What follows belongs to an exercise in optimizing a design on an open flow for small area, a short achievable clock period and few clock cycles per item; a production flow would make more cautious choices.
The RTL was checked by simulation tests, not by an equivalence proof against the original design.

`flow/flow/run.sh`:
```
#!/bin/bash
# Layout flow: the standard synthesis, then the combinational logic
# (everything but the flip-flops, which keep their names and cells) is
# re-mapped by ABC with an area-recovering script; then the standard
# layout from the netlist, with sky130_fd_sc_hd__buf_2 port buffers.
# Every tool's output goes to a log file in this folder.
set -euo pipefail
bash standard.sh synth > flow_synth.log 2>&1
R=orfs/results/sky130hd/angle_frame/base
cp $R/1_2_yosys.v $R/1_2_yosys_standard.v
LIB=$FLOW_HOME/platforms/sky130hd/lib/sky130_fd_sc_hd__tt_025C_1v80.lib
sed -e "s#@IN@#$R/1_2_yosys_standard.v#" -e "s#@OUT@#$R/1_2_yosys.v#" \
    -e "s#@LIB@#$LIB#g" -e "s#@ABC@#flow/resynth.abc#" flow/resynth.ys > resynth.ys
yosys -l yosys_resynth.log -q resynth.ys > /dev/null 2>&1
bash standard.sh BUFFER_PORTS_ARGS="-buffer_cell sky130_fd_sc_hd__buf_2" finish > flow_finish.log 2>&1
```
`flow/flow/resynth.abc`:
```
strash
dch
map -B 0.2
topo
stime -c
upsize -c
dnsize -c
```
`flow/flow/resynth.ys`:
```
read_liberty -overwrite -ignore_miss_func @LIB@
read_verilog -overwrite @IN@
hierarchy -top angle_frame
setattr -mod -set keep_hierarchy 1 sky130_fd_sc_hd__df*
flatten
opt_clean
abc -script @ABC@ -liberty @LIB@ -dont_use sky130_fd_sc_hd__lpflow_bleeder_1 -dont_use sky130_fd_sc_hd__lpflow_clkbufkapwr_1 -dont_use sky130_fd_sc_hd__lpflow_clkbufkapwr_16 -dont_use sky130_fd_sc_hd__lpflow_clkbufkapwr_2 -dont_use sky130_fd_sc_hd__lpflow_clkbufkapwr_4 -dont_use sky130_fd_sc_hd__lpflow_clkbufkapwr_8 -dont_use sky130_fd_sc_hd__lpflow_clkinvkapwr_1 -dont_use sky130_fd_sc_hd__lpflow_clkinvkapwr_16 -dont_use sky130_fd_sc_hd__lpflow_clkinvkapwr_2 -dont_use sky130_fd_sc_hd__lpflow_clkinvkapwr_4 -dont_use sky130_fd_sc_hd__lpflow_clkinvkapwr_8 -dont_use sky130_fd_sc_hd__lpflow_decapkapwr_12 -dont_use sky130_fd_sc_hd__lpflow_decapkapwr_3 -dont_use sky130_fd_sc_hd__lpflow_decapkapwr_4 -dont_use sky130_fd_sc_hd__lpflow_decapkapwr_6 -dont_use sky130_fd_sc_hd__lpflow_decapkapwr_8 -dont_use sky130_fd_sc_hd__lpflow_inputiso0n_1 -dont_use sky130_fd_sc_hd__lpflow_inputiso0p_1 -dont_use sky130_fd_sc_hd__lpflow_inputiso1n_1 -dont_use sky130_fd_sc_hd__lpflow_inputiso1p_1 -dont_use sky130_fd_sc_hd__lpflow_inputisolatch_1 -dont_use sky130_fd_sc_hd__lpflow_isobufsrc_1 -dont_use sky130_fd_sc_hd__lpflow_isobufsrc_16 -dont_use sky130_fd_sc_hd__lpflow_isobufsrc_2 -dont_use sky130_fd_sc_hd__lpflow_isobufsrc_4 -dont_use sky130_fd_sc_hd__lpflow_isobufsrc_8 -dont_use sky130_fd_sc_hd__lpflow_isobufsrckapwr_16 -dont_use sky130_fd_sc_hd__lpflow_lsbuf_lh_hl_isowell_tap_1 -dont_use sky130_fd_sc_hd__lpflow_lsbuf_lh_hl_isowell_tap_2 -dont_use sky130_fd_sc_hd__lpflow_lsbuf_lh_hl_isowell_tap_4 -dont_use sky130_fd_sc_hd__lpflow_lsbuf_lh_isowell_4 -dont_use sky130_fd_sc_hd__lpflow_lsbuf_lh_isowell_tap_1 -dont_use sky130_fd_sc_hd__lpflow_lsbuf_lh_isowell_tap_2 -dont_use sky130_fd_sc_hd__lpflow_lsbuf_lh_isowell_tap_4 -dont_use sky130_fd_sc_hd__probe_p_8 -dont_use sky130_fd_sc_hd__probec_p_8 
opt_clean -purge
hilomap -singleton -hicell sky130_fd_sc_hd__conb_1 HI -locell sky130_fd_sc_hd__conb_1 LO
setundef -zero
splitnets
opt_clean -purge
stat -liberty @LIB@
delete =sky130_fd_sc_hd__*
write_verilog -noattr -noexpr -nohex -nodec @OUT@
```
`flow/standard.sh`:
```
#!/bin/bash
# synth_recipe.tcl (not shown) runs the flow's synth.tcl, then flattens the netlist and writes it again
# the make line also repeats each setting of config.mk as NAME=value (left out here)
make -C /OpenROAD-flow-scripts/flow DESIGN_CONFIG=/design/flow/config.mk WORK_HOME=/design/flow/orfs CLKGATE_MAP_FILE= SYNTH_SCRIPT=/design/flow/synth_recipe.tcl "${@:-finish}"
```
`flow/config.mk`:
```
export PLATFORM = sky130hd
export DESIGN_NAME = angle_frame
export DESIGN_NICKNAME = angle_frame
export VERILOG_FILES = /design/flow/design.v
export SDC_FILE = /design/flow/constraint.sdc
export NUM_CORES = 8
export LEC_CHECK = 0
export CAP_MARGIN = 20
export CORE_MARGIN = 2
export CORE_UTILIZATION = 40
export CTS_BUF_LIST = sky130_fd_sc_hd__clkbuf_16
export CTS_CLUSTER_DIAMETER = 80
export CTS_CLUSTER_SIZE = 24
export PLACE_DENSITY = 0.5
export SETUP_SLACK_MARGIN = 4.6
export SLEW_MARGIN = 20
export SYNTH_MEMORY_MAX_BITS = 65536
```
`flow/constraint.sdc`:
```
create_clock -name core_clock -period 8.0 [get_ports {clk}]
set_input_delay 1.6000 -clock core_clock [delete_from_list [all_inputs] [get_ports {clk}]]
set_output_delay 1.6000 -clock core_clock [all_outputs]
set_load 0.01 [all_outputs]
```
`flow/design.v`:
```
module atang(
	input             clk,
	input             load,       
	input      [11:0] x,
	input      [11:0] y,
	output     [31:0] z,
	output            far2,       
	output            far1,       
	output            dec         
    );
	reg  [32:0] xr;              
	reg  [34:6] rh;
	wire [34:0] rr = {rh, 6'd0};
	reg  [31:0] zr;
	reg  [31:1] t;               
	reg  [16:0] oh;              
	reg         dn;              
	wire d = rr[34];             
	wire dx = ~dn;
	wire [29:17] ohh = t[30:18] & ~t[29:17];
	wire [29:0] a = ({30{oh[0]}} & 30'h35214E63) |
	                ({30{oh[1]}} & 30'h1C128E80) |
	                ({30{oh[2]}} & 30'h0E400224) |
	                ({30{oh[3]}} & 30'h0727154C) |
	                ({30{oh[4]}} & 30'h03946F29) |
	                ({30{oh[5]}} & 30'h01CA5435) |
	                ({30{oh[6]}} & 30'h00E52D8D) |
	                ({30{oh[7]}} & 30'h007296C6) |
	                ({30{oh[8]}} & 30'h00394B63) |
	                ({30{oh[9]}} & 30'h001CA5B1) |
	                ({30{oh[10]}} & 30'h000E52D8) |
	                ({30{oh[11]}} & 30'h0007296C) |
	                ({30{oh[12]}} & 30'h000394B6) |
	                ({30{oh[13]}} & 30'h0001CA5B) |
	                ({30{oh[14]}} & 30'h0000E52D) |
	                ({30{oh[15]}} & 30'h00007296) |
	                ({30{oh[16]}} & 30'h0000394B) |
	                ({30{ohh[17]}} & 30'h00001CA5) |
	                ({30{ohh[18]}} & 30'h00000E52) |
	                ({30{ohh[19]}} & 30'h00000729) |
	                ({30{ohh[20]}} & 30'h00000394) |
	                ({30{ohh[21]}} & 30'h000001CA) |
	                ({30{ohh[22]}} & 30'h000000E5) |
	                ({30{ohh[23]}} & 30'h00000072) |
	                ({30{ohh[24]}} & 30'h00000039) |
	                ({30{ohh[25]}} & 30'h0000001C) |
	                ({30{ohh[26]}} & 30'h0000000E) |
	                ({30{ohh[27]}} & 30'h00000007) |
	                ({30{ohh[28]}} & 30'h00000003) |
	                ({30{ohh[29]}} & 30'h00000001);
	wire [32:0] xmask;
	assign xmask[0] = 1'b0;
	assign xmask[1] = t[1];
	assign xmask[2] = t[2];
	assign xmask[3] = t[3];
	assign xmask[4] = t[4];
	assign xmask[5] = t[5];
	assign xmask[6] = t[6];
	assign xmask[7] = t[7];
	assign xmask[8] = t[8];
	assign xmask[9] = t[9];
	assign xmask[10] = t[10];
	assign xmask[11] = t[11];
	assign xmask[12] = t[12];
	assign xmask[13] = t[13];
	assign xmask[14] = t[14];
	assign xmask[15] = t[15];
	assign xmask[16] = t[16];
	assign xmask[17] = t[17];
	assign xmask[18] = t[18];
	assign xmask[19] = t[19];
	assign xmask[20] = t[20];
	assign xmask[21] = t[21];
	assign xmask[22] = t[22];
	assign xmask[23] = t[23];
	assign xmask[24] = t[24];
	assign xmask[25] = t[25];
	assign xmask[26] = t[26];
	assign xmask[27] = t[27];
	assign xmask[28] = t[28];
	assign xmask[29] = t[29];
	assign xmask[30] = t[30];
	assign xmask[32:31] = 2'b11;
	wire [32:0] xm = xr & xmask;
	wire [32:0] ysh;
	assign ysh[0] = (oh[0] & rr[1]) | (oh[1] & rr[3]) | (oh[2] & rr[5]) | (oh[3] & rr[7]) | (oh[4] & rr[9]) | (oh[5] & rr[11]) | (oh[6] & rr[13]) | (oh[7] & rr[15]) | (oh[8] & rr[17]) | (oh[9] & rr[19]) | (oh[10] & rr[21]) | (oh[11] & rr[23]) | (oh[12] & rr[25]) | (oh[13] & rr[27]) | (oh[14] & rr[29]) | (oh[15] & rr[31]) | (oh[16] & rr[33]) | (rr[34] & ~t[17]);
	assign ysh[1] = (oh[0] & rr[2]) | (oh[1] & rr[4]) | (oh[2] & rr[6]) | (oh[3] & rr[8]) | (oh[4] & rr[10]) | (oh[5] & rr[12]) | (oh[6] & rr[14]) | (oh[7] & rr[16]) | (oh[8] & rr[18]) | (oh[9] & rr[20]) | (oh[10] & rr[22]) | (oh[11] & rr[24]) | (oh[12] & rr[26]) | (oh[13] & rr[28]) | (oh[14] & rr[30]) | (oh[15] & rr[32]) | (rr[34] & ~t[16]);
	assign ysh[2] = (oh[0] & rr[3]) | (oh[1] & rr[5]) | (oh[2] & rr[7]) | (oh[3] & rr[9]) | (oh[4] & rr[11]) | (oh[5] & rr[13]) | (oh[6] & rr[15]) | (oh[7] & rr[17]) | (oh[8] & rr[19]) | (oh[9] & rr[21]) | (oh[10] & rr[23]) | (oh[11] & rr[25]) | (oh[12] & rr[27]) | (oh[13] & rr[29]) | (oh[14] & rr[31]) | (oh[15] & rr[33]) | (rr[34] & ~t[16]);
	assign ysh[3] = (oh[0] & rr[4]) | (oh[1] & rr[6]) | (oh[2] & rr[8]) | (oh[3] & rr[10]) | (oh[4] & rr[12]) | (oh[5] & rr[14]) | (oh[6] & rr[16]) | (oh[7] & rr[18]) | (oh[8] & rr[20]) | (oh[9] & rr[22]) | (oh[10] & rr[24]) | (oh[11] & rr[26]) | (oh[12] & rr[28]) | (oh[13] & rr[30]) | (oh[14] & rr[32]) | (rr[34] & ~t[15]);
	assign ysh[4] = (oh[0] & rr[5]) | (oh[1] & rr[7]) | (oh[2] & rr[9]) | (oh[3] & rr[11]) | (oh[4] & rr[13]) | (oh[5] & rr[15]) | (oh[6] & rr[17]) | (oh[7] & rr[19]) | (oh[8] & rr[21]) | (oh[9] & rr[23]) | (oh[10] & rr[25]) | (oh[11] & rr[27]) | (oh[12] & rr[29]) | (oh[13] & rr[31]) | (oh[14] & rr[33]) | (rr[34] & ~t[15]);
	assign ysh[5] = (oh[0] & rr[6]) | (oh[1] & rr[8]) | (oh[2] & rr[10]) | (oh[3] & rr[12]) | (oh[4] & rr[14]) | (oh[5] & rr[16]) | (oh[6] & rr[18]) | (oh[7] & rr[20]) | (oh[8] & rr[22]) | (oh[9] & rr[24]) | (oh[10] & rr[26]) | (oh[11] & rr[28]) | (oh[12] & rr[30]) | (oh[13] & rr[32]) | (rr[34] & ~t[14]);
	assign ysh[6] = (oh[0] & rr[7]) | (oh[1] & rr[9]) | (oh[2] & rr[11]) | (oh[3] & rr[13]) | (oh[4] & rr[15]) | (oh[5] & rr[17]) | (oh[6] & rr[19]) | (oh[7] & rr[21]) | (oh[8] & rr[23]) | (oh[9] & rr[25]) | (oh[10] & rr[27]) | (oh[11] & rr[29]) | (oh[12] & rr[31]) | (oh[13] & rr[33]) | (rr[34] & ~t[14]);
	assign ysh[7] = (oh[0] & rr[8]) | (oh[1] & rr[10]) | (oh[2] & rr[12]) | (oh[3] & rr[14]) | (oh[4] & rr[16]) | (oh[5] & rr[18]) | (oh[6] & rr[20]) | (oh[7] & rr[22]) | (oh[8] & rr[24]) | (oh[9] & rr[26]) | (oh[10] & rr[28]) | (oh[11] & rr[30]) | (oh[12] & rr[32]) | (rr[34] & ~t[13]);
	assign ysh[8] = (oh[0] & rr[9]) | (oh[1] & rr[11]) | (oh[2] & rr[13]) | (oh[3] & rr[15]) | (oh[4] & rr[17]) | (oh[5] & rr[19]) | (oh[6] & rr[21]) | (oh[7] & rr[23]) | (oh[8] & rr[25]) | (oh[9] & rr[27]) | (oh[10] & rr[29]) | (oh[11] & rr[31]) | (oh[12] & rr[33]) | (rr[34] & ~t[13]);
	assign ysh[9] = (oh[0] & rr[10]) | (oh[1] & rr[12]) | (oh[2] & rr[14]) | (oh[3] & rr[16]) | (oh[4] & rr[18]) | (oh[5] & rr[20]) | (oh[6] & rr[22]) | (oh[7] & rr[24]) | (oh[8] & rr[26]) | (oh[9] & rr[28]) | (oh[10] & rr[30]) | (oh[11] & rr[32]) | (rr[34] & ~t[12]);
	assign ysh[10] = (oh[0] & rr[11]) | (oh[1] & rr[13]) | (oh[2] & rr[15]) | (oh[3] & rr[17]) | (oh[4] & rr[19]) | (oh[5] & rr[21]) | (oh[6] & rr[23]) | (oh[7] & rr[25]) | (oh[8] & rr[27]) | (oh[9] & rr[29]) | (oh[10] & rr[31]) | (oh[11] & rr[33]) | (rr[34] & ~t[12]);
	assign ysh[11] = (oh[0] & rr[12]) | (oh[1] & rr[14]) | (oh[2] & rr[16]) | (oh[3] & rr[18]) | (oh[4] & rr[20]) | (oh[5] & rr[22]) | (oh[6] & rr[24]) | (oh[7] & rr[26]) | (oh[8] & rr[28]) | (oh[9] & rr[30]) | (oh[10] & rr[32]) | (rr[34] & ~t[11]);
	assign ysh[12] = (oh[0] & rr[13]) | (oh[1] & rr[15]) | (oh[2] & rr[17]) | (oh[3] & rr[19]) | (oh[4] & rr[21]) | (oh[5] & rr[23]) | (oh[6] & rr[25]) | (oh[7] & rr[27]) | (oh[8] & rr[29]) | (oh[9] & rr[31]) | (oh[10] & rr[33]) | (rr[34] & ~t[11]);
	assign ysh[13] = (oh[0] & rr[14]) | (oh[1] & rr[16]) | (oh[2] & rr[18]) | (oh[3] & rr[20]) | (oh[4] & rr[22]) | (oh[5] & rr[24]) | (oh[6] & rr[26]) | (oh[7] & rr[28]) | (oh[8] & rr[30]) | (oh[9] & rr[32]) | (rr[34] & ~t[10]);
	assign ysh[14] = (oh[0] & rr[15]) | (oh[1] & rr[17]) | (oh[2] & rr[19]) | (oh[3] & rr[21]) | (oh[4] & rr[23]) | (oh[5] & rr[25]) | (oh[6] & rr[27]) | (oh[7] & rr[29]) | (oh[8] & rr[31]) | (oh[9] & rr[33]) | (rr[34] & ~t[10]);
	assign ysh[15] = (oh[0] & rr[16]) | (oh[1] & rr[18]) | (oh[2] & rr[20]) | (oh[3] & rr[22]) | (oh[4] & rr[24]) | (oh[5] & rr[26]) | (oh[6] & rr[28]) | (oh[7] & rr[30]) | (oh[8] & rr[32]) | (rr[34] & ~t[9]);
	assign ysh[16] = (oh[0] & rr[17]) | (oh[1] & rr[19]) | (oh[2] & rr[21]) | (oh[3] & rr[23]) | (oh[4] & rr[25]) | (oh[5] & rr[27]) | (oh[6] & rr[29]) | (oh[7] & rr[31]) | (oh[8] & rr[33]) | (rr[34] & ~t[9]);
	assign ysh[17] = (oh[0] & rr[18]) | (oh[1] & rr[20]) | (oh[2] & rr[22]) | (oh[3] & rr[24]) | (oh[4] & rr[26]) | (oh[5] & rr[28]) | (oh[6] & rr[30]) | (oh[7] & rr[32]) | (rr[34] & ~t[8]);
	assign ysh[18] = (oh[0] & rr[19]) | (oh[1] & rr[21]) | (oh[2] & rr[23]) | (oh[3] & rr[25]) | (oh[4] & rr[27]) | (oh[5] & rr[29]) | (oh[6] & rr[31]) | (oh[7] & rr[33]) | (rr[34] & ~t[8]);
	assign ysh[19] = (oh[0] & rr[20]) | (oh[1] & rr[22]) | (oh[2] & rr[24]) | (oh[3] & rr[26]) | (oh[4] & rr[28]) | (oh[5] & rr[30]) | (oh[6] & rr[32]) | (rr[34] & ~t[7]);
	assign ysh[20] = (oh[0] & rr[21]) | (oh[1] & rr[23]) | (oh[2] & rr[25]) | (oh[3] & rr[27]) | (oh[4] & rr[29]) | (oh[5] & rr[31]) | (oh[6] & rr[33]) | (rr[34] & ~t[7]);
	assign ysh[21] = (oh[0] & rr[22]) | (oh[1] & rr[24]) | (oh[2] & rr[26]) | (oh[3] & rr[28]) | (oh[4] & rr[30]) | (oh[5] & rr[32]) | (rr[34] & ~t[6]);
	assign ysh[22] = (oh[0] & rr[23]) | (oh[1] & rr[25]) | (oh[2] & rr[27]) | (oh[3] & rr[29]) | (oh[4] & rr[31]) | (oh[5] & rr[33]) | (rr[34] & ~t[6]);
	assign ysh[23] = (oh[0] & rr[24]) | (oh[1] & rr[26]) | (oh[2] & rr[28]) | (oh[3] & rr[30]) | (oh[4] & rr[32]) | (rr[34] & ~t[5]);
	assign ysh[24] = (oh[0] & rr[25]) | (oh[1] & rr[27]) | (oh[2] & rr[29]) | (oh[3] & rr[31]) | (oh[4] & rr[33]) | (rr[34] & ~t[5]);
	assign ysh[25] = (oh[0] & rr[26]) | (oh[1] & rr[28]) | (oh[2] & rr[30]) | (oh[3] & rr[32]) | (rr[34] & ~t[4]);
	assign ysh[26] = (oh[0] & rr[27]) | (oh[1] & rr[29]) | (oh[2] & rr[31]) | (oh[3] & rr[33]) | (rr[34] & ~t[4]);
	assign ysh[27] = (oh[0] & rr[28]) | (oh[1] & rr[30]) | (oh[2] & rr[32]) | (rr[34] & ~t[3]);
	assign ysh[28] = (oh[0] & rr[29]) | (oh[1] & rr[31]) | (oh[2] & rr[33]) | (rr[34] & ~t[3]);
	assign ysh[29] = (oh[0] & rr[30]) | (oh[1] & rr[32]) | (rr[34] & ~t[2]);
	assign ysh[30] = (oh[0] & rr[31]) | (oh[1] & rr[33]) | (rr[34] & ~t[2]);
	assign ysh[31] = (oh[0] & rr[32]) | (rr[34] & ~t[1]);
	assign ysh[32] = (oh[0] & rr[33]) | (rr[34] & ~t[1]);
	wire [34:6] rnext;
	wire [32:0] xnext;
	wire [31:0] znext;
	add29 radd(.a(rr[33:5]), .b({2'b00, xm[32:6]} ^ {29{~d}}), .ci(~d), .s(rnext));
	add33 xadd(.a(xr), .b(ysh ^ {33{dx}}), .ci(dx), .s(xnext));
	add32 zadd(.a(zr), .b({2'b00, a} ^ {32{dx}}), .ci(dx), .s(znext));
	wire [12:0] xy_sum, xy_dif;
	add13 sadd(.a({1'b0, x}), .b({1'b0, y}), .ci(1'b0), .s(xy_sum));
	add13 dadd(.a({1'b0, y}), .b(~{1'b0, x}), .ci(1'b1), .s(xy_dif));
	always @(posedge clk) begin
		t <= load ? 31'h7fffffff : {t[30:1], 1'b0};
		oh <= load ? 17'd1 : {oh[15:0], 1'b0};
		dn <= load ? ~xy_dif[12] : ~rnext[34];
		if (load) begin
			xr <= {1'b0, xy_sum, 19'b0};
			rh <= {{3{xy_dif[12]}}, xy_dif, 13'b0};
			zr <= 32'h5A000000;
		end else begin
			xr <= xnext;
			rh <= rnext;
			zr <= znext;
		end
	end
	wire [14:0] zl = zr[14:0] ^ {15{dn}};
	assign far2 = ~|a[29:14] & (zl >= {a[13:0], 1'b0});
	assign far1 = ~|a[29:15] & (zl >= a[14:0]);
	assign dec = dx;
	assign z = zr;
endmodule
module add29(input [28:0] a, input [28:0] b, input ci, output [28:0] s);
	wire [28:0] p0 = a ^ b;
	wire [28:0] g0 = a & b;
	wire gc0 = g0[0] | (p0[0] & ci);
	wire gn1 = g0[1] | (p0[1] & gc0);
	wire gn2 = g0[3] | (p0[3] & g0[2]);
	wire pn2 = p0[3] & p0[2];
	wire gn3 = g0[5] | (p0[5] & g0[4]);
	wire pn3 = p0[5] & p0[4];
	wire gn4 = g0[7] | (p0[7] & g0[6]);
	wire pn4 = p0[7] & p0[6];
	wire gn5 = g0[9] | (p0[9] & g0[8]);
	wire pn5 = p0[9] & p0[8];
	wire gn6 = g0[11] | (p0[11] & g0[10]);
	wire pn6 = p0[11] & p0[10];
	wire gn7 = g0[13] | (p0[13] & g0[12]);
	wire pn7 = p0[13] & p0[12];
	wire gn8 = g0[15] | (p0[15] & g0[14]);
	wire pn8 = p0[15] & p0[14];
	wire gn9 = g0[17] | (p0[17] & g0[16]);
	wire pn9 = p0[17] & p0[16];
	wire gn10 = g0[19] | (p0[19] & g0[18]);
	wire pn10 = p0[19] & p0[18];
	wire gn11 = g0[21] | (p0[21] & g0[20]);
	wire pn11 = p0[21] & p0[20];
	wire gn12 = g0[23] | (p0[23] & g0[22]);
	wire pn12 = p0[23] & p0[22];
	wire gn13 = g0[25] | (p0[25] & g0[24]);
	wire pn13 = p0[25] & p0[24];
	wire gn14 = g0[27] | (p0[27] & g0[26]);
	wire pn14 = p0[27] & p0[26];
	wire gn15 = g0[2] | (p0[2] & gn1);
	wire gn16 = gn2 | (pn2 & gn1);
	wire gn17 = g0[6] | (p0[6] & gn3);
	wire pn17 = p0[6] & pn3;
	wire gn18 = gn4 | (pn4 & gn3);
	wire pn18 = pn4 & pn3;
	wire gn19 = g0[10] | (p0[10] & gn5);
	wire pn19 = p0[10] & pn5;
	wire gn20 = gn6 | (pn6 & gn5);
	wire pn20 = pn6 & pn5;
	wire gn21 = g0[14] | (p0[14] & gn7);
	wire pn21 = p0[14] & pn7;
	wire gn22 = gn8 | (pn8 & gn7);
	wire pn22 = pn8 & pn7;
	wire gn23 = g0[18] | (p0[18] & gn9);
	wire pn23 = p0[18] & pn9;
	wire gn24 = gn10 | (pn10 & gn9);
	wire pn24 = pn10 & pn9;
	wire gn25 = g0[22] | (p0[22] & gn11);
	wire pn25 = p0[22] & pn11;
	wire gn26 = gn12 | (pn12 & gn11);
	wire pn26 = pn12 & pn11;
	wire gn27 = g0[26] | (p0[26] & gn13);
	wire pn27 = p0[26] & pn13;
	wire gn28 = gn14 | (pn14 & gn13);
	wire pn28 = pn14 & pn13;
	wire gn29 = g0[4] | (p0[4] & gn16);
	wire gn30 = gn3 | (pn3 & gn16);
	wire gn31 = gn17 | (pn17 & gn16);
	wire gn32 = gn18 | (pn18 & gn16);
	wire gn33 = g0[12] | (p0[12] & gn20);
	wire pn33 = p0[12] & pn20;
	wire gn34 = gn7 | (pn7 & gn20);
	wire pn34 = pn7 & pn20;
	wire gn35 = gn21 | (pn21 & gn20);
	wire pn35 = pn21 & pn20;
	wire gn36 = gn22 | (pn22 & gn20);
	wire pn36 = pn22 & pn20;
	wire gn37 = g0[20] | (p0[20] & gn24);
	wire pn37 = p0[20] & pn24;
	wire gn38 = gn11 | (pn11 & gn24);
	wire pn38 = pn11 & pn24;
	wire gn39 = gn25 | (pn25 & gn24);
	wire pn39 = pn25 & pn24;
	wire gn40 = gn26 | (pn26 & gn24);
	wire pn40 = pn26 & pn24;
	wire gn41 = g0[28] | (p0[28] & gn28);
	wire pn41 = p0[28] & pn28;
	wire gn42 = g0[8] | (p0[8] & gn32);
	wire gn43 = gn5 | (pn5 & gn32);
	wire gn44 = gn19 | (pn19 & gn32);
	wire gn45 = gn20 | (pn20 & gn32);
	wire gn46 = gn33 | (pn33 & gn32);
	wire gn47 = gn34 | (pn34 & gn32);
	wire gn48 = gn35 | (pn35 & gn32);
	wire gn49 = gn36 | (pn36 & gn32);
	wire gn50 = g0[24] | (p0[24] & gn40);
	wire pn50 = p0[24] & pn40;
	wire gn51 = gn13 | (pn13 & gn40);
	wire pn51 = pn13 & pn40;
	wire gn52 = gn27 | (pn27 & gn40);
	wire pn52 = pn27 & pn40;
	wire gn53 = gn28 | (pn28 & gn40);
	wire pn53 = pn28 & pn40;
	wire gn54 = gn41 | (pn41 & gn40);
	wire pn54 = pn41 & pn40;
	wire gn55 = g0[16] | (p0[16] & gn49);
	wire gn56 = gn9 | (pn9 & gn49);
	wire gn57 = gn23 | (pn23 & gn49);
	wire gn58 = gn24 | (pn24 & gn49);
	wire gn59 = gn37 | (pn37 & gn49);
	wire gn60 = gn38 | (pn38 & gn49);
	wire gn61 = gn39 | (pn39 & gn49);
	wire gn62 = gn40 | (pn40 & gn49);
	wire gn63 = gn50 | (pn50 & gn49);
	wire gn64 = gn51 | (pn51 & gn49);
	wire gn65 = gn52 | (pn52 & gn49);
	wire gn66 = gn53 | (pn53 & gn49);
	wire gn67 = gn54 | (pn54 & gn49);
	wire [28:0] c;
	assign c[0] = ci;
	assign c[1] = gc0;
	assign c[2] = gn1;
	assign c[3] = gn15;
	assign c[4] = gn16;
	assign c[5] = gn29;
	assign c[6] = gn30;
	assign c[7] = gn31;
	assign c[8] = gn32;
	assign c[9] = gn42;
	assign c[10] = gn43;
	assign c[11] = gn44;
	assign c[12] = gn45;
	assign c[13] = gn46;
	assign c[14] = gn47;
	assign c[15] = gn48;
	assign c[16] = gn49;
	assign c[17] = gn55;
	assign c[18] = gn56;
	assign c[19] = gn57;
	assign c[20] = gn58;
	assign c[21] = gn59;
	assign c[22] = gn60;
	assign c[23] = gn61;
	assign c[24] = gn62;
	assign c[25] = gn63;
	assign c[26] = gn64;
	assign c[27] = gn65;
	assign c[28] = gn66;
	assign s = p0 ^ c;
endmodule
module add33(input [32:0] a, input [32:0] b, input ci, output [32:0] s);
	wire [32:0] p0 = a ^ b;
	wire [32:0] g0 = a & b;
	wire gc0 = g0[0] | (p0[0] & ci);
	wire gn1 = g0[1] | (p0[1] & gc0);
	wire gn2 = g0[3] | (p0[3] & g0[2]);
	wire pn2 = p0[3] & p0[2];
	wire gn3 = g0[5] | (p0[5] & g0[4]);
	wire pn3 = p0[5] & p0[4];
	wire gn4 = g0[7] | (p0[7] & g0[6]);
	wire pn4 = p0[7] & p0[6];
	wire gn5 = g0[9] | (p0[9] & g0[8]);
	wire pn5 = p0[9] & p0[8];
	wire gn6 = g0[11] | (p0[11] & g0[10]);
	wire pn6 = p0[11] & p0[10];
	wire gn7 = g0[13] | (p0[13] & g0[12]);
	wire pn7 = p0[13] & p0[12];
	wire gn8 = g0[15] | (p0[15] & g0[14]);
	wire pn8 = p0[15] & p0[14];
	wire gn9 = g0[17] | (p0[17] & g0[16]);
	wire pn9 = p0[17] & p0[16];
	wire gn10 = g0[19] | (p0[19] & g0[18]);
	wire pn10 = p0[19] & p0[18];
	wire gn11 = g0[21] | (p0[21] & g0[20]);
	wire pn11 = p0[21] & p0[20];
	wire gn12 = g0[23] | (p0[23] & g0[22]);
	wire pn12 = p0[23] & p0[22];
	wire gn13 = g0[25] | (p0[25] & g0[24]);
	wire pn13 = p0[25] & p0[24];
	wire gn14 = g0[27] | (p0[27] & g0[26]);
	wire pn14 = p0[27] & p0[26];
	wire gn15 = g0[29] | (p0[29] & g0[28]);
	wire pn15 = p0[29] & p0[28];
	wire gn16 = g0[31] | (p0[31] & g0[30]);
	wire pn16 = p0[31] & p0[30];
	wire gn17 = g0[2] | (p0[2] & gn1);
	wire gn18 = gn2 | (pn2 & gn1);
	wire gn19 = g0[6] | (p0[6] & gn3);
	wire pn19 = p0[6] & pn3;
	wire gn20 = gn4 | (pn4 & gn3);
	wire pn20 = pn4 & pn3;
	wire gn21 = g0[10] | (p0[10] & gn5);
	wire pn21 = p0[10] & pn5;
	wire gn22 = gn6 | (pn6 & gn5);
	wire pn22 = pn6 & pn5;
	wire gn23 = g0[14] | (p0[14] & gn7);
	wire pn23 = p0[14] & pn7;
	wire gn24 = gn8 | (pn8 & gn7);
	wire pn24 = pn8 & pn7;
	wire gn25 = g0[18] | (p0[18] & gn9);
	wire pn25 = p0[18] & pn9;
	wire gn26 = gn10 | (pn10 & gn9);
	wire pn26 = pn10 & pn9;
	wire gn27 = g0[22] | (p0[22] & gn11);
	wire pn27 = p0[22] & pn11;
	wire gn28 = gn12 | (pn12 & gn11);
	wire pn28 = pn12 & pn11;
	wire gn29 = g0[26] | (p0[26] & gn13);
	wire pn29 = p0[26] & pn13;
	wire gn30 = gn14 | (pn14 & gn13);
	wire pn30 = pn14 & pn13;
	wire gn31 = g0[30] | (p0[30] & gn15);
	wire pn31 = p0[30] & pn15;
	wire gn32 = gn16 | (pn16 & gn15);
	wire pn32 = pn16 & pn15;
	wire gn33 = g0[4] | (p0[4] & gn18);
	wire gn34 = gn3 | (pn3 & gn18);
	wire gn35 = gn19 | (pn19 & gn18);
	wire gn36 = gn20 | (pn20 & gn18);
	wire gn37 = g0[12] | (p0[12] & gn22);
	wire pn37 = p0[12] & pn22;
	wire gn38 = gn7 | (pn7 & gn22);
	wire pn38 = pn7 & pn22;
	wire gn39 = gn23 | (pn23 & gn22);
	wire pn39 = pn23 & pn22;
	wire gn40 = gn24 | (pn24 & gn22);
	wire pn40 = pn24 & pn22;
	wire gn41 = g0[20] | (p0[20] & gn26);
	wire pn41 = p0[20] & pn26;
	wire gn42 = gn11 | (pn11 & gn26);
	wire pn42 = pn11 & pn26;
	wire gn43 = gn27 | (pn27 & gn26);
	wire pn43 = pn27 & pn26;
	wire gn44 = gn28 | (pn28 & gn26);
	wire pn44 = pn28 & pn26;
	wire gn45 = g0[28] | (p0[28] & gn30);
	wire pn45 = p0[28] & pn30;
	wire gn46 = gn15 | (pn15 & gn30);
	wire pn46 = pn15 & pn30;
	wire gn47 = gn31 | (pn31 & gn30);
	wire pn47 = pn31 & pn30;
	wire gn48 = gn32 | (pn32 & gn30);
	wire pn48 = pn32 & pn30;
	wire gn49 = g0[8] | (p0[8] & gn36);
	wire gn50 = gn5 | (pn5 & gn36);
	wire gn51 = gn21 | (pn21 & gn36);
	wire gn52 = gn22 | (pn22 & gn36);
	wire gn53 = gn37 | (pn37 & gn36);
	wire gn54 = gn38 | (pn38 & gn36);
	wire gn55 = gn39 | (pn39 & gn36);
	wire gn56 = gn40 | (pn40 & gn36);
	wire gn57 = g0[24] | (p0[24] & gn44);
	wire pn57 = p0[24] & pn44;
	wire gn58 = gn13 | (pn13 & gn44);
	wire pn58 = pn13 & pn44;
	wire gn59 = gn29 | (pn29 & gn44);
	wire pn59 = pn29 & pn44;
	wire gn60 = gn30 | (pn30 & gn44);
	wire pn60 = pn30 & pn44;
	wire gn61 = gn45 | (pn45 & gn44);
	wire pn61 = pn45 & pn44;
	wire gn62 = gn46 | (pn46 & gn44);
	wire pn62 = pn46 & pn44;
	wire gn63 = gn47 | (pn47 & gn44);
	wire pn63 = pn47 & pn44;
	wire gn64 = gn48 | (pn48 & gn44);
	wire pn64 = pn48 & pn44;
	wire gn65 = g0[16] | (p0[16] & gn56);
	wire gn66 = gn9 | (pn9 & gn56);
	wire gn67 = gn25 | (pn25 & gn56);
	wire gn68 = gn26 | (pn26 & gn56);
	wire gn69 = gn41 | (pn41 & gn56);
	wire gn70 = gn42 | (pn42 & gn56);
	wire gn71 = gn43 | (pn43 & gn56);
	wire gn72 = gn44 | (pn44 & gn56);
	wire gn73 = gn57 | (pn57 & gn56);
	wire gn74 = gn58 | (pn58 & gn56);
	wire gn75 = gn59 | (pn59 & gn56);
	wire gn76 = gn60 | (pn60 & gn56);
	wire gn77 = gn61 | (pn61 & gn56);
	wire gn78 = gn62 | (pn62 & gn56);
	wire gn79 = gn63 | (pn63 & gn56);
	wire gn80 = gn64 | (pn64 & gn56);
	wire gn81 = g0[32] | (p0[32] & gn80);
	wire [32:0] c;
	assign c[0] = ci;
	assign c[1] = gc0;
	assign c[2] = gn1;
	assign c[3] = gn17;
	assign c[4] = gn18;
	assign c[5] = gn33;
	assign c[6] = gn34;
	assign c[7] = gn35;
	assign c[8] = gn36;
	assign c[9] = gn49;
	assign c[10] = gn50;
	assign c[11] = gn51;
	assign c[12] = gn52;
	assign c[13] = gn53;
	assign c[14] = gn54;
	assign c[15] = gn55;
	assign c[16] = gn56;
	assign c[17] = gn65;
	assign c[18] = gn66;
	assign c[19] = gn67;
	assign c[20] = gn68;
	assign c[21] = gn69;
	assign c[22] = gn70;
	assign c[23] = gn71;
	assign c[24] = gn72;
	assign c[25] = gn73;
	assign c[26] = gn74;
	assign c[27] = gn75;
	assign c[28] = gn76;
	assign c[29] = gn77;
	assign c[30] = gn78;
	assign c[31] = gn79;
	assign c[32] = gn80;
	assign s = p0 ^ c;
endmodule
module add32(input [31:0] a, input [31:0] b, input ci, output [31:0] s);
	wire [31:0] p0 = a ^ b;
	wire [31:0] g0 = a & b;
	wire gc0 = g0[0] | (p0[0] & ci);
	wire gn1 = g0[1] | (p0[1] & gc0);
	wire gn2 = g0[3] | (p0[3] & g0[2]);
	wire pn2 = p0[3] & p0[2];
	wire gn3 = g0[5] | (p0[5] & g0[4]);
	wire pn3 = p0[5] & p0[4];
	wire gn4 = g0[7] | (p0[7] & g0[6]);
	wire pn4 = p0[7] & p0[6];
	wire gn5 = g0[9] | (p0[9] & g0[8]);
	wire pn5 = p0[9] & p0[8];
	wire gn6 = g0[11] | (p0[11] & g0[10]);
	wire pn6 = p0[11] & p0[10];
	wire gn7 = g0[13] | (p0[13] & g0[12]);
	wire pn7 = p0[13] & p0[12];
	wire gn8 = g0[15] | (p0[15] & g0[14]);
	wire pn8 = p0[15] & p0[14];
	wire gn9 = g0[17] | (p0[17] & g0[16]);
	wire pn9 = p0[17] & p0[16];
	wire gn10 = g0[19] | (p0[19] & g0[18]);
	wire pn10 = p0[19] & p0[18];
	wire gn11 = g0[21] | (p0[21] & g0[20]);
	wire pn11 = p0[21] & p0[20];
	wire gn12 = g0[23] | (p0[23] & g0[22]);
	wire pn12 = p0[23] & p0[22];
	wire gn13 = g0[25] | (p0[25] & g0[24]);
	wire pn13 = p0[25] & p0[24];
	wire gn14 = g0[27] | (p0[27] & g0[26]);
	wire pn14 = p0[27] & p0[26];
	wire gn15 = g0[29] | (p0[29] & g0[28]);
	wire pn15 = p0[29] & p0[28];
	wire gn16 = g0[31] | (p0[31] & g0[30]);
	wire pn16 = p0[31] & p0[30];
	wire gn17 = g0[2] | (p0[2] & gn1);
	wire gn18 = gn2 | (pn2 & gn1);
	wire gn19 = g0[6] | (p0[6] & gn3);
	wire pn19 = p0[6] & pn3;
	wire gn20 = gn4 | (pn4 & gn3);
	wire pn20 = pn4 & pn3;
	wire gn21 = g0[10] | (p0[10] & gn5);
	wire pn21 = p0[10] & pn5;
	wire gn22 = gn6 | (pn6 & gn5);
	wire pn22 = pn6 & pn5;
	wire gn23 = g0[14] | (p0[14] & gn7);
	wire pn23 = p0[14] & pn7;
	wire gn24 = gn8 | (pn8 & gn7);
	wire pn24 = pn8 & pn7;
	wire gn25 = g0[18] | (p0[18] & gn9);
	wire pn25 = p0[18] & pn9;
	wire gn26 = gn10 | (pn10 & gn9);
	wire pn26 = pn10 & pn9;
	wire gn27 = g0[22] | (p0[22] & gn11);
	wire pn27 = p0[22] & pn11;
	wire gn28 = gn12 | (pn12 & gn11);
	wire pn28 = pn12 & pn11;
	wire gn29 = g0[26] | (p0[26] & gn13);
	wire pn29 = p0[26] & pn13;
	wire gn30 = gn14 | (pn14 & gn13);
	wire pn30 = pn14 & pn13;
	wire gn31 = g0[30] | (p0[30] & gn15);
	wire pn31 = p0[30] & pn15;
	wire gn32 = gn16 | (pn16 & gn15);
	wire pn32 = pn16 & pn15;
	wire gn33 = g0[4] | (p0[4] & gn18);
	wire gn34 = gn3 | (pn3 & gn18);
	wire gn35 = gn19 | (pn19 & gn18);
	wire gn36 = gn20 | (pn20 & gn18);
	wire gn37 = g0[12] | (p0[12] & gn22);
	wire pn37 = p0[12] & pn22;
	wire gn38 = gn7 | (pn7 & gn22);
	wire pn38 = pn7 & pn22;
	wire gn39 = gn23 | (pn23 & gn22);
	wire pn39 = pn23 & pn22;
	wire gn40 = gn24 | (pn24 & gn22);
	wire pn40 = pn24 & pn22;
	wire gn41 = g0[20] | (p0[20] & gn26);
	wire pn41 = p0[20] & pn26;
	wire gn42 = gn11 | (pn11 & gn26);
	wire pn42 = pn11 & pn26;
	wire gn43 = gn27 | (pn27 & gn26);
	wire pn43 = pn27 & pn26;
	wire gn44 = gn28 | (pn28 & gn26);
	wire pn44 = pn28 & pn26;
	wire gn45 = g0[28] | (p0[28] & gn30);
	wire pn45 = p0[28] & pn30;
	wire gn46 = gn15 | (pn15 & gn30);
	wire pn46 = pn15 & pn30;
	wire gn47 = gn31 | (pn31 & gn30);
	wire pn47 = pn31 & pn30;
	wire gn48 = gn32 | (pn32 & gn30);
	wire pn48 = pn32 & pn30;
	wire gn49 = g0[8] | (p0[8] & gn36);
	wire gn50 = gn5 | (pn5 & gn36);
	wire gn51 = gn21 | (pn21 & gn36);
	wire gn52 = gn22 | (pn22 & gn36);
	wire gn53 = gn37 | (pn37 & gn36);
	wire gn54 = gn38 | (pn38 & gn36);
	wire gn55 = gn39 | (pn39 & gn36);
	wire gn56 = gn40 | (pn40 & gn36);
	wire gn57 = g0[24] | (p0[24] & gn44);
	wire pn57 = p0[24] & pn44;
	wire gn58 = gn13 | (pn13 & gn44);
	wire pn58 = pn13 & pn44;
	wire gn59 = gn29 | (pn29 & gn44);
	wire pn59 = pn29 & pn44;
	wire gn60 = gn30 | (pn30 & gn44);
	wire pn60 = pn30 & pn44;
	wire gn61 = gn45 | (pn45 & gn44);
	wire pn61 = pn45 & pn44;
	wire gn62 = gn46 | (pn46 & gn44);
	wire pn62 = pn46 & pn44;
	wire gn63 = gn47 | (pn47 & gn44);
	wire pn63 = pn47 & pn44;
	wire gn64 = gn48 | (pn48 & gn44);
	wire pn64 = pn48 & pn44;
	wire gn65 = g0[16] | (p0[16] & gn56);
	wire gn66 = gn9 | (pn9 & gn56);
	wire gn67 = gn25 | (pn25 & gn56);
	wire gn68 = gn26 | (pn26 & gn56);
	wire gn69 = gn41 | (pn41 & gn56);
	wire gn70 = gn42 | (pn42 & gn56);
	wire gn71 = gn43 | (pn43 & gn56);
	wire gn72 = gn44 | (pn44 & gn56);
	wire gn73 = gn57 | (pn57 & gn56);
	wire gn74 = gn58 | (pn58 & gn56);
	wire gn75 = gn59 | (pn59 & gn56);
	wire gn76 = gn60 | (pn60 & gn56);
	wire gn77 = gn61 | (pn61 & gn56);
	wire gn78 = gn62 | (pn62 & gn56);
	wire gn79 = gn63 | (pn63 & gn56);
	wire gn80 = gn64 | (pn64 & gn56);
	wire [31:0] c;
	assign c[0] = ci;
	assign c[1] = gc0;
	assign c[2] = gn1;
	assign c[3] = gn17;
	assign c[4] = gn18;
	assign c[5] = gn33;
	assign c[6] = gn34;
	assign c[7] = gn35;
	assign c[8] = gn36;
	assign c[9] = gn49;
	assign c[10] = gn50;
	assign c[11] = gn51;
	assign c[12] = gn52;
	assign c[13] = gn53;
	assign c[14] = gn54;
	assign c[15] = gn55;
	assign c[16] = gn56;
	assign c[17] = gn65;
	assign c[18] = gn66;
	assign c[19] = gn67;
	assign c[20] = gn68;
	assign c[21] = gn69;
	assign c[22] = gn70;
	assign c[23] = gn71;
	assign c[24] = gn72;
	assign c[25] = gn73;
	assign c[26] = gn74;
	assign c[27] = gn75;
	assign c[28] = gn76;
	assign c[29] = gn77;
	assign c[30] = gn78;
	assign c[31] = gn79;
	assign s = p0 ^ c;
endmodule
module add13(input [12:0] a, input [12:0] b, input ci, output [12:0] s);
	wire [12:0] p0 = a ^ b;
	wire [12:0] g0 = a & b;
	wire gc0 = g0[0] | (p0[0] & ci);
	wire gn1 = g0[1] | (p0[1] & gc0);
	wire gn2 = g0[3] | (p0[3] & g0[2]);
	wire pn2 = p0[3] & p0[2];
	wire gn3 = g0[5] | (p0[5] & g0[4]);
	wire pn3 = p0[5] & p0[4];
	wire gn4 = g0[7] | (p0[7] & g0[6]);
	wire pn4 = p0[7] & p0[6];
	wire gn5 = g0[9] | (p0[9] & g0[8]);
	wire pn5 = p0[9] & p0[8];
	wire gn6 = g0[11] | (p0[11] & g0[10]);
	wire pn6 = p0[11] & p0[10];
	wire gn7 = g0[2] | (p0[2] & gn1);
	wire gn8 = gn2 | (pn2 & gn1);
	wire gn9 = g0[6] | (p0[6] & gn3);
	wire pn9 = p0[6] & pn3;
	wire gn10 = gn4 | (pn4 & gn3);
	wire pn10 = pn4 & pn3;
	wire gn11 = g0[10] | (p0[10] & gn5);
	wire pn11 = p0[10] & pn5;
	wire gn12 = gn6 | (pn6 & gn5);
	wire pn12 = pn6 & pn5;
	wire gn13 = g0[4] | (p0[4] & gn8);
	wire gn14 = gn3 | (pn3 & gn8);
	wire gn15 = gn9 | (pn9 & gn8);
	wire gn16 = gn10 | (pn10 & gn8);
	wire gn17 = g0[12] | (p0[12] & gn12);
	wire pn17 = p0[12] & pn12;
	wire gn18 = g0[8] | (p0[8] & gn16);
	wire gn19 = gn5 | (pn5 & gn16);
	wire gn20 = gn11 | (pn11 & gn16);
	wire gn21 = gn12 | (pn12 & gn16);
	wire gn22 = gn17 | (pn17 & gn16);
	wire [12:0] c;
	assign c[0] = ci;
	assign c[1] = gc0;
	assign c[2] = gn1;
	assign c[3] = gn7;
	assign c[4] = gn8;
	assign c[5] = gn13;
	assign c[6] = gn14;
	assign c[7] = gn15;
	assign c[8] = gn16;
	assign c[9] = gn18;
	assign c[10] = gn19;
	assign c[11] = gn20;
	assign c[12] = gn21;
	assign s = p0 ^ c;
endmodule
module conv_dec_ascii(
	input  [16:0] d_in,
	output [20:0] digits     
    );
	wire [6:0] i = d_in[16:10];
	wire [9:0] f = d_in[9:0];
	wire [13:0] m1 = {1'b0, f, 3'b0} + {3'b0, f, 1'b0};
	wire [13:0] m2 = {1'b0, m1[9:0], 3'b0} + {3'b0, m1[9:0], 1'b0};
	wire [13:0] m3 = {1'b0, m2[9:0], 3'b0} + {3'b0, m2[9:0], 1'b0};
	wire [3:0] qh = m1[13:10];
	wire [3:0] qt = m2[13:10];
	wire [3:0] qo = m3[13:10];
	wire [3:0] it = (i >= 7'd120) ? 4'd12 : (i >= 7'd110) ? 4'd11 : (i >= 7'd100) ? 4'd10 :
	                (i >= 7'd90) ? 4'd9 : (i >= 7'd80) ? 4'd8 : (i >= 7'd70) ? 4'd7 :
	                (i >= 7'd60) ? 4'd6 : (i >= 7'd50) ? 4'd5 : (i >= 7'd40) ? 4'd4 :
	                (i >= 7'd30) ? 4'd3 : (i >= 7'd20) ? 4'd2 : (i >= 7'd10) ? 4'd1 : 4'd0;
	wire [6:0] io = i - {it, 3'b0} - {2'b0, it, 1'b0};
	wire       ih = it[3] & (it[2] | it[1]);
	wire [8:0] ti = {ih, ih ? it - 4'd10 : it, io[3:0]};
	assign digits = {ti, qh, qt, qo};
endmodule
module CRC(
	input  [20:0] digits,    
	output [7:0]  crc
    );
	function [7:0] crc8;
		input [47:0] m;
		integer k;
		reg [7:0] c;
		reg fb;
		begin
			c = 8'h80;
			for (k = 47; k >= 0; k = k - 1) begin
				fb = c[7] ^ m[k];
				c = {c[6:0], 1'b0} ^ (fb ? 8'h31 : 8'h00);
			end
			crc8 = c;
		end
	endfunction
	wire [47:0] text = {7'b0011000, digits[20], 4'h3, digits[19:16], 4'h3, digits[15:12],
	                    4'h3, digits[11:8], 4'h3, digits[7:4], 4'h3, digits[3:0]};
	assign crc = crc8(text);
endmodule
module angle_frame(
	input clk,
	input rst,
	input start,
	input [11:0] x,
	input [11:0] y,
	output [55:0] frame,
	output frame_valid
    );
	reg        busy;
	reg        valid;
	reg  [20:0] dig;
	reg  [7:0]  crc_hi;          
	wire [31:0] z;
	wire [20:0] dig_next;
	wire [7:0]  crc_hi_next, crc_lo, crc_0;
	wire        far2, far1, dec;
	atang Arctg_alg(.clk(clk), .load(start), .x(x), .y(y), .z(z),
	                .far2(far2), .far1(far1), .dec(dec));
	conv_dec_ascii Conversie(.d_in(z[31:15]), .digits(dig_next));
	CRC crc_a(.digits({dig_next[20:4], 4'd0}), .crc(crc_hi_next));
	CRC crc_b(.digits({17'd0, dig[3:0]}), .crc(crc_lo));
	CRC crc_c(.digits(21'd0), .crc(crc_0));
	reg        pend;
	reg        dprev;
	wire       late = pend & (dec ^ dprev);
	wire       live = busy & ~late;
	always @(posedge clk) begin
		dig <= dig_next;
		crc_hi <= crc_hi_next;
		dprev <= dec;
		if (rst) begin
			busy  <= 1'b0;
			valid <= 1'b0;
			pend  <= 1'b0;
		end else begin
			busy  <= start | (live & ~far2);
			valid <= live & far2;
			pend  <= live & ~far2 & far1;
		end
	end
	assign frame = {7'b0011000, dig[20], 4'h3, dig[19:16], 4'h3, dig[15:12],
	                4'h3, dig[11:8], 4'h3, dig[7:4], 4'h3, dig[3:0],
	                crc_hi ^ crc_lo ^ crc_0};
	assign frame_valid = valid | late;
endmodule
```
==> summary.md, run 1 <==
| Metric | Value |
|---|---|
| Fin Setup TNS | `0 ps` |
| Clock Sinks | `174` |
| Critical R2R Launch | `Arctg_alg.rh[33]$_DFF_P_` |
| FILL cells | `4,123` |
| Root Buffer Master | `clkbuf_16` |
| Congestion Overflow GR | `0` |
| Fin nets | `2,599` |
| Setup crit end kind | `flop` |
| Mapped Cells | `2,450` |
| Die W | `201 um` |
| Port buffer count | `56` |
| Max clock buf depth | `2` |
| R2R setup slack | `4740 ps` |
| Gr usage total | `27.2%` |
| Layout area overhead | `14.0%` |
| Clk slew on worst S/H paths | `70 ps` |
| Fin util | `46.0%` |
| Largest net degree at the start of global routing | `109` |
| Pre-antenna DRT Iters | `6` |
| Iteration-0 DRC Markers | `1,388` |
| Worst R2R Path Depth | `15` |
| Layout cell share with drive strength beyond 1 | `16.5%` |
| Vert. Die Dim | `201 um` |
| Critical Path Sink | `Arctg_alg.xr[31]$_DFF_P_` |
| CP arrival | `3640 ps` |
| Worst hold path class | `reg2reg` |
| Final worst slack | `4740 ps` |
| Worst-Skew Late Latency | `500 ps` |
| Avg Vias per Cell | `5.53` |
| Total CTS buffers | `17` |
| CP Launch Point | `Arctg_alg.rh[33]$_DFF_P_` |
| Placer congestion estimate | `0.966` |
| Slew Viols, Final | `0` |
| Setup WS pre-CTS | `3930 ps` |
| Initial Util | `40.4%` |
| Worst Hold Path Cells | `2` |
| First-pass GRT wire length | `87,100 um` |
| Row count | `72` |
| Most common cell after layout, fill and taps aside | `nand2_1` |
| Kind of start point of the critical path | `flop` |
| Peak Freq | `307 MHz` |
| Synth Warn # | `3` |
| Post-Syn Area | `15,600 um2` |
| Antenna-violating nets left | `0` |
| Worst path required time | `8380 ps` |
| # hold bufs at CTS | `0` |
| H-tree levels | `4` |
| FF-to-FF End | `Arctg_alg.xr[31]$_DFF_P_` |
| DIE AREA | `40,500 um2` |
| Max-cap viol count | `0` |
| WL final | `54,700 um` |
| Status | `finished clean` |
| Final critical-path share of the clock period | `40.7%` |
| HPWL Detailed | `40,700 um` |
| Minimum period implied by the final worst setup slack | `3260 ps` |
| Final setup fails | `0` |
| Slew @ Worst Pin | `920 ps` |
| Endpoints failing hold | `0` |
| Slew HR | `38.7%` |
| Mapped Avg Cell Area | `6.35 um2` |
| CTS tree | `built` |
| Drt wl/cell | `17.6 um` |
| Core Area | `38,600 um2` |
| Total number of vias | `17,200` |
| WS Path Type | `reg2reg` |
| Commonest cells after routing, fill and taps aside | `nand2_1, nor2_1, clkinv_1` |
| Ports | `84` |
| Number of global-route vias before repair | `15,800` |
| Max Fanout on Critical Path | `15` |
| Initial antenna violation count | `0` |
| # diodes | `0` |
| Final Skew | `9.62 ps` |
| DRC errors left | `0` |
| RSZ-0062 raised after global routing | `false` |
==> critical path, cell delays in order, from the launching register on <==
cell	delay (ps)
dfxtp_2	590
clkinvlp_4	320
o22ai_1	180
a221oi_1	70
nand3_1	150
xor2_1	170
clkinv_1	100
or2_2	310
nand3_1	80
nand2_1	70
nand3_1	200
clkinv_1	290
nand3_1	240
nand3_1	130
a31oi_1	150
a21oi_1	80
==> area by class of cell <==
| cell class | instances | area (um2) | area share, % |
|---|---|---|---|
| Multi-Input combinational cell | 1976 | 11100 | 62.6 |
| Sequential cell | 174 | 3550 | 20.0 |
| Inverter | 324 | 1340 | 7.52 |
| Tap cell | 518 | 648 | 3.65 |
| Timing Repair Buffer | 79 | 495 | 2.79 |
| Clock buffer | 17 | 425 | 2.40 |
| Clock inverter | 15 | 184 | 1.04 |
==> per-stage QoR <==
stage	cell area [um2]	hold WS, ps	instances
finish	17700	434	3103
global route	17700	465	3103
global placement	16700	425	3054
CTS	17500	436	3095
floorplan	15700	411	2475
detailed placement	16700	425	3054
==> metal layers <==
metal / vias up / part of all wire (%) / GRT usage (%)
met1: 7841 / 47 / 37.5
met2: 630 / 43 / 41.9
li1: 8586 / - / -
met3: 107 / 6.8 / 5.33
met5: - / 0 / 0.357
met4: 0 / 2.8 / 9.93
==> sequential cells by signal, summed over array words and instances (netlist names), 8 cells and up <==
signal / flops
crc_hi: 8
Arctg_alg.xr: 33
Arctg_alg.oh: 16
dig: 21
Arctg_alg.zr: 32
Arctg_alg.t: 30
Arctg_alg.rh: 29
==> worst min-delay path by stage <==
stage                                end  slack [ps]                      start
2_1_floorplan  Arctg_alg.t[3]$_SDFF_PP1_         410  Arctg_alg.t[2]$_SDFF_PP1_
6_report       Arctg_alg.t[4]$_SDFF_PP1_         430  Arctg_alg.t[3]$_SDFF_PP1_
4_1_cts        Arctg_alg.t[4]$_SDFF_PP1_         440  Arctg_alg.t[3]$_SDFF_PP1_
3_5_place_dp   Arctg_alg.t[4]$_SDFF_PP1_         420  Arctg_alg.t[3]$_SDFF_PP1_
3_3_place_gp   Arctg_alg.t[3]$_SDFF_PP1_         420  Arctg_alg.t[2]$_SDFF_PP1_
5_1_grt        Arctg_alg.t[5]$_SDFF_PP1_         460  Arctg_alg.t[4]$_SDFF_PP1_
==> repair_timing <==
item	in CTS	in global routing
setup buffers	9	8
pin swaps	7	26
hold endpoints to repair	0	0
gates resized for setup	28	68
endpoints found under the setup margin	50	54
cloned	0	0
Testbench counts, summed over its fixed seeds: cycles 155,428, frames 8,000.
==> run 2: changes to the inputs <==
--- a/flow/config.mk
+++ b/flow/config.mk
@@ -7,11 +7,10 @@
 export LEC_CHECK = 0
 export CAP_MARGIN = 20
 export CORE_MARGIN = 2
-export CORE_UTILIZATION = 40
+export CORE_UTILIZATION = 35
 export CTS_BUF_LIST = sky130_fd_sc_hd__clkbuf_16
 export CTS_CLUSTER_DIAMETER = 80
 export CTS_CLUSTER_SIZE = 24
-export PLACE_DENSITY = 0.5
 export SETUP_SLACK_MARGIN = 4.6
 export SLEW_MARGIN = 20
 export SYNTH_MEMORY_MAX_BITS = 65536
==> run 2 against run 1 <==
Against the previous run: flip-flop and latch count unchanged; final area up 1.5%; sequential share of layout area down 0.33 points.
==> summary.md, run 2 <==
| Metric | Value |
|---|---|
| Mapped Cells | `2,450` |
| CP arrival | `3650 ps` |
| Max Fanout on Critical Path | `6` |
| Congestion Overflow GR | `0` |
| Number of flip-flops under the largest register name | `33` |
| HPWL Detailed | `39,100 um` |
| H-tree levels | `4` |
| GR Layer Usage met3 | `3.78%` |
| Max stage delay on crit path | `620 ps` |
| Ports | `84` |
| Peak Freq | `302 MHz` |
| Fin cells | `3,185` |
| Final setup fails | `0` |
| Drt wl/cell | `16.7 um` |
| Fin nets | `2,608` |
| Total number of vias | `17,400` |
| CP Launch Point | `Arctg_alg.rh[11]$_SDFF_PP0_` |
| Initial antenna violation count | `0` |
| Multi-input gate area | `11,200 um2` |
| Kind of start point of the critical path | `flop` |
| Vert. Die Dim | `215 um` |
| Pre-antenna DRT Iters | `6` |
| Critical path depth in cells | `14` |
| FILL cells | `4,680` |
| Worst R2R Path Depth | `14` |
| Worst hold path class | `reg2reg` |
| Fin Setup TNS | `0 ps` |
| Largest reg by FF count | `Arctg_alg.xr` |
| Row count | `77` |
| Clock Sinks | `174` |
| # diodes | `0` |
| Core Area | `44,000 um2` |
| Iteration-0 DRC Markers | `1,747` |
| Post-Syn Area | `15,600 um2` |
| Slew HR | `37.2%` |
| Placer congestion estimate | `1.01` |
| Worst Path Buf+Inv | `1` |
| Die W | `215 um` |
| Synth Warn # | `3` |
| Avg Vias per Cell | `5.45` |
| Max clock buf depth | `2` |
| Critical Path Sink | `Arctg_alg.xr[22]$_DFF_P_` |
| Grt met1 use | `29.6%` |
| Final critical-path share of the clock period | `41.3%` |
| Placed Area | `16,800 um2` |
| Minimum period implied by the final worst setup slack | `3310 ps` |
| CP top delay family | `simple AND/OR/NAND/NOR gates` |
| Max-cap viol count | `0` |
| Met2 usage | `36.1%` |
| Sequential cell area | `3540 um2` |
| FF-to-FF End | `Arctg_alg.xr[22]$_DFF_P_` |
| Largest net degree at the start of global routing | `109` |
| Largest regs | `Arctg_alg.xr x33, Arctg_alg.zr x32, Arctg_alg.t x30` |
| Worst-Skew Late Latency | `470 ps` |
| WS Path Type | `reg2reg` |
| Crit path cell chain | `clkinv_1, o2111a_1, nand2_1, xor2_2, xor2_1, nand4_1, a21oi_2, o21bai_2, nand3_4, nand4_4, nand2_1, nand3_1, nand3_1, o21ai_0` |
| First-pass GRT wire length | `84,900 um` |
| Final Skew | `8.81 ps` |
| Worst path required time | `8350 ps` |
| Number of global-route vias before repair | `16,100` |
| Clk slew on worst S/H paths | `70 ps` |
| DIE AREA | `46,200 um2` |
| Hold_ws | `447 ps` |
| RSZ-0062 raised after global routing | `true` |
| Slowest CP cell | `dfxtp_1` |
| Initial Util | `35.3%` |
| Antenna-violating nets left | `0` |
| Post-route cell area | `18,000 um2` |
| Most common cell after layout, fill and taps aside | `nand2_1` |
| # hold bufs at CTS | `0` |
| Root Buffer Master | `clkbuf_16` |
| CTS tree | `built` |
| R2R setup slack | `4690 ps` |
| Busiest layer in global routing | `met2` |
| DRC errors left | `0` |
| Mapped Avg Cell Area | `6.35 um2` |
| Gr usage total | `22.7%` |
| Setup crit end kind | `flop` |
| Commonest cells after routing, fill and taps aside | `nand2_1, nor2_1, clkinv_1` |
| Cell count after placement | `3,128` |
| Status | `finished clean` |
| Layout area overhead | `15.7%` |
| Port buffer count | `56` |
| Slew Viols, Final | `0` |
| Total CTS buffers | `17` |
| WL final | `53,100 um` |
| Layout cell share with drive strength beyond 1 | `17.1%` |
| Slew @ Worst Pin | `943 ps` |
| Endpoints failing hold | `0` |
| Critical R2R Launch | `Arctg_alg.rh[11]$_SDFF_PP0_` |
run 2: final cells by class:
class | count | share of cell area [%]
well taps | 592 | 4.11
inverters | 324 | 7.41
clock inverters | 13 | 0.639
repair buffers | 88 | 3.49
clock buffers | 18 | 2.50
flip-flops and latches | 174 | 19.7
multi-input cells | 1976 | 62.2
run 2: worst register-to-register path: stages (launching register included):
cell	delay, ps
dfxtp_1	620
clkinv_1	360
o2111a_1	330
nand2_1	190
xor2_2	240
xor2_1	310
nand4_1	160
a21oi_2	160
o21bai_2	120
nand3_4	140
nand4_4	160
nand2_1	130
nand3_1	100
nand3_1	90
o21ai_0	110
run 2: through the flow:
stage / utilization, % / setup WS (ps)
2_1_floorplan: - / 4520
3_3_place_gp: 38.2 / 4040
3_5_place_dp: 38.2 / 3970
4_1_cts: 40.0 / 4610
5_1_grt: 40.9 / 4550
6_report: 40.9 / 4690
run 2: what timing repair did:
| action | 4_1_cts | 5_1_grt |
|---|---|---|
| gates resized for setup | 42 | 81 |
| pin swaps | 13 | 31 |
| setup endpoints to repair | 41 | 49 |
| cloned | 0 | 0 |
| setup buffers | 11 | 15 |
run 2: layer usage:
metal / vias to the layer above / part of all wire [%]
met2: 671 / 45
li1: 8606 / -
met5: - / 0
met3: 150 / 6.6
met4: 0 / 4.2
met1: 7935 / 44
run 2: worst min-delay path by stage:
| stage | depth (start not counted) | endpoint | from | slack, ps |
|---|---|---|---|---|
| after floorplan | 2 | Arctg_alg.t[3]$_SDFF_PP1_ | Arctg_alg.t[2]$_SDFF_PP1_ | 410 |
| after global routing | 2 | Arctg_alg.t[4]$_SDFF_PP1_ | Arctg_alg.t[3]$_SDFF_PP1_ | 460 |
| after global placement | 1 | Arctg_alg.t[5]$_SDFF_PP1_ | Arctg_alg.t[4]$_SDFF_PP1_ | 430 |
| after CTS | 2 | Arctg_alg.t[4]$_SDFF_PP1_ | Arctg_alg.t[3]$_SDFF_PP1_ | 440 |
| final | 2 | Arctg_alg.t[3]$_SDFF_PP1_ | Arctg_alg.t[2]$_SDFF_PP1_ | 450 |
| after detailed placement | 2 | Arctg_alg.t[3]$_SDFF_PP1_ | Arctg_alg.t[2]$_SDFF_PP1_ | 430 |
==> run 3: changes to the inputs <==
--- a/flow/config.mk
+++ b/flow/config.mk
@@ -7,10 +7,11 @@
 export LEC_CHECK = 0
 export CAP_MARGIN = 20
 export CORE_MARGIN = 2
-export CORE_UTILIZATION = 35
+export CORE_UTILIZATION = 40
 export CTS_BUF_LIST = sky130_fd_sc_hd__clkbuf_16
 export CTS_CLUSTER_DIAMETER = 80
 export CTS_CLUSTER_SIZE = 24
+export GPL_ROUTABILITY_DRIVEN = 0
 export SETUP_SLACK_MARGIN = 4.6
 export SLEW_MARGIN = 20
 export SYNTH_MEMORY_MAX_BITS = 65536
==> run 3 against run 2 <==
Against the previous run: clock-buffer cell count unchanged; hold slack got worse by 16 ps; still clean on timing, DRC and antenna; flip-flop and latch count did not move; maximum frequency about the same; clock skew is essentially flat; global-route usage grew 1.8 points; final area fell by 1.0%.
==> summary.md, run 3 <==
| Metric | Value |
|---|---|
| Commonest cells after routing, fill and taps aside | `nand2_1, nor2_1, clkinv_1` |
| Drt wl/cell | `16.2 um` |
| Total number of vias | `17,200` |
| Final Skew | `8.84 ps` |
| Slew @ Worst Pin | `934 ps` |
| Max Fanout on Critical Path | `5` |
| Kind of start point of the critical path | `primary input` |
| Initial Util | `40.4%` |
| CTS tree | `built` |
| Worst R2R Path Depth | `15` |
| Mapped Cells | `2,450` |
| WS Path Type | `in2reg` |
| RSZ-0062 raised after global routing | `true` |
| H-tree levels | `4` |
| Max clock buf depth | `2` |
| Post-route cell area | `17,800 um2` |
| Number of flip-flops under the largest register name | `33` |
| DIE AREA | `40,500 um2` |
| Max stage delay on crit path | `220 ps` |
| Die W | `201 um` |
| FILL cells | `4,081` |
| Synth Warn # | `3` |
| Antenna-violating nets left | `0` |
| Vert. Die Dim | `201 um` |
| Peak Freq | `303 MHz` |
| HPWL Detailed | `36,500 um` |
| Root Buffer Master | `clkbuf_16` |
| Avg Vias per Cell | `5.55` |
| Layout area overhead | `14.5%` |
| Ports | `84` |
| Crit path cell chain | `buf_12, clkinv_8, nor2_4, nor2_4, nor2_4, nor2_1, nor2_1, a21oi_2, a21oi_2, nand2_2, a21oi_2, o21ai_2, o21ai_2, nand3_2, o211ai_2, nand2_2, o211ai_4, nand2_1, a21oi_1` |
| Row count | `72` |
| Setup crit end kind | `flop` |
| Endpoints failing hold | `0` |
| Gr usage total | `24.5%` |
| Mapped Avg Cell Area | `6.35 um2` |
| Clk slew on worst S/H paths | `70 ps` |
| WL final | `50,300 um` |
| Final critical-path share of the clock period | `41.3%` |
| Layout cell share with drive strength beyond 1 | `16.6%` |
| CP arrival | `3680 ps` |
| Total CTS buffers | `17` |
| Hold_ws | `430 ps` |
| Max-cap viol count | `0` |
| Placed Area | `16,700 um2` |
| Worst-Skew Late Latency | `460 ps` |
| Slew Viols, Final | `0` |
| Port buffer count | `56` |
| Worst hold path class | `reg2reg` |
| Post-Syn Area | `15,600 um2` |
| Pre-antenna DRT Iters | `9` |
| Final setup fails | `0` |
| Worst path required time | `8370 ps` |
| DRC errors left | `0` |
| # hold bufs at CTS | `0` |
| Core Area | `38,600 um2` |
| Clock Sinks | `174` |
| Status | `finished clean` |
| FF-to-FF End | `Arctg_alg.xr[31]$_DFF_P_` |
| Number of global-route vias before repair | `16,100` |
| Largest regs | `Arctg_alg.xr x33, Arctg_alg.zr x32, Arctg_alg.t x30` |
| # diodes | `0` |
| Slew HR | `37.8%` |
| Initial antenna violation count | `0` |
==> run 3: what timing repair did <==
action / CTS / global route
pin swaps: 14 / 28
setup buffers: 14 / 6
setup endpoints to repair: 43 / 46
gates resized for setup: 44 / 71
==> run 3: worst min path at each step <==
| stage | depth (start not counted) | from | endpoint | slack [ps] |
|---|---|---|---|---|
| floorplan | 2 | Arctg_alg.t[2]$_SDFF_PP1_ | Arctg_alg.t[3]$_SDFF_PP1_ | 410 |
| detailed placement | 2 | Arctg_alg.t[2]$_SDFF_PP1_ | Arctg_alg.t[3]$_SDFF_PP1_ | 430 |
| finish | 2 | Arctg_alg.t[2]$_SDFF_PP1_ | Arctg_alg.t[3]$_SDFF_PP1_ | 430 |
| global placement | 2 | Arctg_alg.t[2]$_SDFF_PP1_ | Arctg_alg.t[3]$_SDFF_PP1_ | 420 |
| CTS | 2 | Arctg_alg.t[2]$_SDFF_PP1_ | Arctg_alg.t[3]$_SDFF_PP1_ | 430 |
| global route | 1 | Arctg_alg.t[4]$_SDFF_PP1_ | Arctg_alg.t[5]$_SDFF_PP1_ | 470 |
==> run 3: final cells by class <==
cell class              count  area [um2]  share of cell area [%]
flip-flops and latches    174        3550                    19.9
clock inverters            14         154                   0.864
clock buffers              18         450                    2.53
repair buffers             81         572                    3.21
multi-input cells        1976       11100                    62.3
inverters                 324        1340                    7.53
well taps                 518         648                    3.64
==> run 3: per-layer routing <==
layer,wire length [um],vias to the layer above,global-route usage [%],part of all wire (%)
li1,-,8592,-,-
met1,22000,7771,31.8,44
met2,22100,686,39.2,44
met3,3940,189,5.41,7.8
met4,2200,0,10.2,4.4
met5,0,-,0,0
==> run 3: worst max-delay path, delay by kind of cell <==
family                 cells  cell delay, ps
and+or+nand+nor            9             890
buffers and inverters      2             140
AOI/OAI and AO/OA          8            1030
==> run 3: through the flow <==
stage          util, %  setup WS [ps]  std cells
2_1_floorplan        -           4520       2475
3_3_place_gp      43.3           4050       3053
3_5_place_dp      43.3           4010       3053
4_1_cts           45.5           4590       3099
5_1_grt           46.2           4490       3105
6_report          46.2           4700       3105

## port drivers added, routing unchanged
The results above use ideal ports. As a check the final layouts listed here were re-extracted and re-timed, cells and wires unchanged. Step 1 (the two cells are an assumption about what drives the block):
set clk [get_ports {clk}]
set_driving_cell -lib_cell sky130_fd_sc_hd__clkbuf_16 $clk
set_driving_cell -lib_cell sky130_fd_sc_hd__buf_2 [delete_from_list [all_inputs] $clk]
Step 2, shift: input delay + t, output delay - t, t = (earliest + latest rising clock arrival at the registers) / 2. This alone moves slack from input paths to output paths. Slacks: ideal / step 1 / step 2; pairs: ideal / step 1.
run	shift t [ns]	setup slack, ns	clock arrival spread, ns	slew at the worst register clock pin (ns)	worst slew at a driven data input, ns
run 1	0.546	4.745 / 4.744 / 4.231	0.011 / 0.011	0.08 / 0.08	0.04
run 2	0.523	4.693 / 4.665 / 4.224	0.009 / 0.010	0.07 / 0.07	0.06
run 3	0.508	4.696 / 4.688 / 4.180	0.012 / 0.012	0.08 / 0.08	0.07
After both steps every run listed still meets setup and hold. For run 3, which loses most, drivers alone change the setup slack by -0.008 ns; drivers and shift together by -0.516 ns.
